This design comes from an exercise in tuning for small area and a short achievable clock period on the open sky130 flow, not from production work.
Only simulation tests tie the RTL to the original design; equivalence was not proved.

## lms_filter
module lms_filter (
    input clk,
    input reset,
    input en,                  
    input [15:0] x_in,         
    input [15:0] d_in,         
    input [15:0] mu,           
    output [15:0] y_out,       
    output [15:0] e_out        
);
    reg [23:0] xd0, xd1, xd2, xd3;
    wire [23:0] xin_enc;
    reg [15:0] w0, w1, w2, w3;
    reg [15:0] dq;
    wire [15:0] mu_g = mu & {16{en}};
    wire [15:0] e;
    wire [15:0] dq1 = dq + 16'd1;
    wire [15:0] step;
    wire bxi_one0 = x_in[0] ^ 1'b0;
    wire bxi_two0 = (x_in[1] & ~x_in[0] & ~1'b0) | (~x_in[1] & x_in[0] & 1'b0);
    wire bxi_one1 = x_in[2] ^ x_in[1];
    wire bxi_two1 = (x_in[3] & ~x_in[2] & ~x_in[1]) | (~x_in[3] & x_in[2] & x_in[1]);
    wire bxi_one2 = x_in[4] ^ x_in[3];
    wire bxi_two2 = (x_in[5] & ~x_in[4] & ~x_in[3]) | (~x_in[5] & x_in[4] & x_in[3]);
    wire bxi_one3 = x_in[6] ^ x_in[5];
    wire bxi_two3 = (x_in[7] & ~x_in[6] & ~x_in[5]) | (~x_in[7] & x_in[6] & x_in[5]);
    wire bxi_one4 = x_in[8] ^ x_in[7];
    wire bxi_two4 = (x_in[9] & ~x_in[8] & ~x_in[7]) | (~x_in[9] & x_in[8] & x_in[7]);
    wire bxi_one5 = x_in[10] ^ x_in[9];
    wire bxi_two5 = (x_in[11] & ~x_in[10] & ~x_in[9]) | (~x_in[11] & x_in[10] & x_in[9]);
    wire bxi_one6 = x_in[12] ^ x_in[11];
    wire bxi_two6 = (x_in[13] & ~x_in[12] & ~x_in[11]) | (~x_in[13] & x_in[12] & x_in[11]);
    wire bxi_one7 = x_in[14] ^ x_in[13];
    wire bxi_two7 = (x_in[15] & ~x_in[14] & ~x_in[13]) | (~x_in[15] & x_in[14] & x_in[13]);
  ...
Size: about 7100 cells after synthesis, ~83 I/O pins.
export LEC_CHECK = 0
export ABC_AREA = 1
export CAP_MARGIN = 20
export CORE_MARGIN = 2
export CORE_UTILIZATION = 50
export PLACE_DENSITY = 0.72
export SLEW_MARGIN = 20
export SYNTH_HIERARCHICAL = 1
create_clock -name core_clock -period 26.0 [get_ports {clk}]
standard.sh (not shown) runs the stock make flow with config.mk's settings and CLKGATE_MAP_FILE= SYNTH_SCRIPT=/design/flow/synth_recipe.tcl, a recipe that flattens the netlist after the stock synthesis.
==> flow/flow/run.sh <==
#!/bin/bash
set -euo pipefail
MARGIN=$(tr -d ' \n' < flow/setup_margin)
bash standard.sh SETUP_SLACK_MARGIN="$MARGIN" finish > flow_make.log 2>&1
==> flow/flow/setup_margin <==
10
The first run passed the timing, design-rule and antenna checks.
Change:
- CORE_UTILIZATION: 50 -> 45
- PLACE_DENSITY: 0.72 -> unset
Outcome: Final area fell by 0.41%; critical path depth fell by 1; worst hold slack stays flat; routed wire length fell by 1.3%.
Change:
==> flow/flow/run.sh (replaced) <==
#!/bin/bash
set -euo pipefail
read -r CTS_MARGIN GRT_MARGIN < flow/setup_margin
bash standard.sh SETUP_SLACK_MARGIN="$CTS_MARGIN" cts > flow_make_cts.log 2>&1
bash standard.sh SETUP_SLACK_MARGIN="$GRT_MARGIN" finish > flow_make_finish.log 2>&1
==> flow/flow/setup_margin (replaced) <==
10.5 0
Result: The new run finished with timing, DRC and antenna clean; final area came out lower by a few percent; sequential share of layout area came out higher by 0.17 points; routed wire length came out lower by a few percent; worst hold slack is better by 0.023 ns; final cell count came out lower slightly; count of clock-buffer cells in the layout does not change; synthesized area is unchanged; first-iteration DRC count came out lower slightly; non-clock buffer count came out lower by 62.
Change:
==> flow/flow/run.sh (replaced) <==
#!/bin/bash
set -euo pipefail
MARGIN=$(tr -d ' \n' < flow/setup_margin)
bash standard.sh SETUP_SLACK_MARGIN="$MARGIN" finish > flow_make.log 2>&1
==> flow/flow/setup_margin (replaced) <==
10
- GPL_ROUTABILITY_DRIVEN: unset -> 0
Effect:
- The new run completed without violations
- synthesized area is unchanged
- clock-buffer cell count stays the same
- first-iteration DRC count rose by about a fifth
- final area rose by a few percent
- wire length rose slightly

---

Starting RTL as in the previous note.
clock: 26.0 ns
lec_check: 0
abc_area: 1
cap_margin: 20
core_margin: 2
core_utilization: 50
slew_margin: 20
synth_hierarchical: 1
==> flow/flow/run.sh <==
#!/bin/bash
set -euo pipefail
read -r CTS_MARGIN GRT_MARGIN < flow/setup_margin
bash standard.sh SETUP_SLACK_MARGIN="$CTS_MARGIN" cts > flow_make_cts.log 2>&1
bash standard.sh SETUP_SLACK_MARGIN="$GRT_MARGIN" finish > flow_make_finish.log 2>&1
==> flow/flow/setup_margin <==
10 9.5
The baseline finished with timing, DRC and antenna clean.
Next try:
==> flow/flow/run.sh (replaced) <==
#!/bin/bash
set -euo pipefail
MARGIN=$(tr -d ' \n' < flow/setup_margin)
bash standard.sh SETUP_SLACK_MARGIN="$MARGIN" finish > flow_make.log 2>&1
==> flow/flow/setup_margin (replaced) <==
10
CORE_UTILIZATION = 52   (was 50)
What happened: The new run completed without violations. Synthesized area is unchanged. Sequential cell count does not change. Clock skew is about the same. Die area drops by 3.8%. Final area climbs by 2.6%. Critical path depth is unchanged. Cell count drops by 0.30%. Setup slack gets better by 0.38 ns. Non-clock buffer count climbs by 66. Register-to-register slack gets better by 0.38 ns.

-- separate check: timing with driven ports --
The results above use ideal ports. As a check the final layouts listed here were re-extracted and re-timed, cells and wires unchanged.
Step 1 (the two cells are an assumption about what drives the block):
set clk [get_ports {clk}]
set_driving_cell -lib_cell sky130_fd_sc_hd__clkbuf_16 $clk
set_driving_cell -lib_cell sky130_fd_sc_hd__buf_2 [delete_from_list [all_inputs] $clk]
Step 2 times the ports against the registers' clock, not the clock port: input delays grow and output delays shrink by t, the midpoint of the rising clock arrivals with the driver on.
Slacks: ideal / step 1 / step 2; pairs: ideal / step 1.
run | t, ns | slack for setup (ns) | pins driven straight from the clock port
the first run of note 1 | 0.619 | 10.387 / 10.387 / 10.287 | 1
the second run of note 1 | 0.643 | 10.572 / 10.572 / 10.165 | 1
the third run of note 1 | 0.641 | 10.003 / 10.003 / 9.916 | 1
the fourth run of note 1 | 0.639 | 10.458 / 10.458 / 10.359 | 1
the first run of note 2 | 0.643 | 10.100 / 10.100 / 10.012 | 1
the second run of note 2 | 0.645 | 10.480 / 10.480 / 9.966 | 1
After both steps every run listed still meets setup and hold. The setup slack of the second run of note 2, which loses most, moves by 0.000 ns with the drivers and by -0.514 ns with both steps.
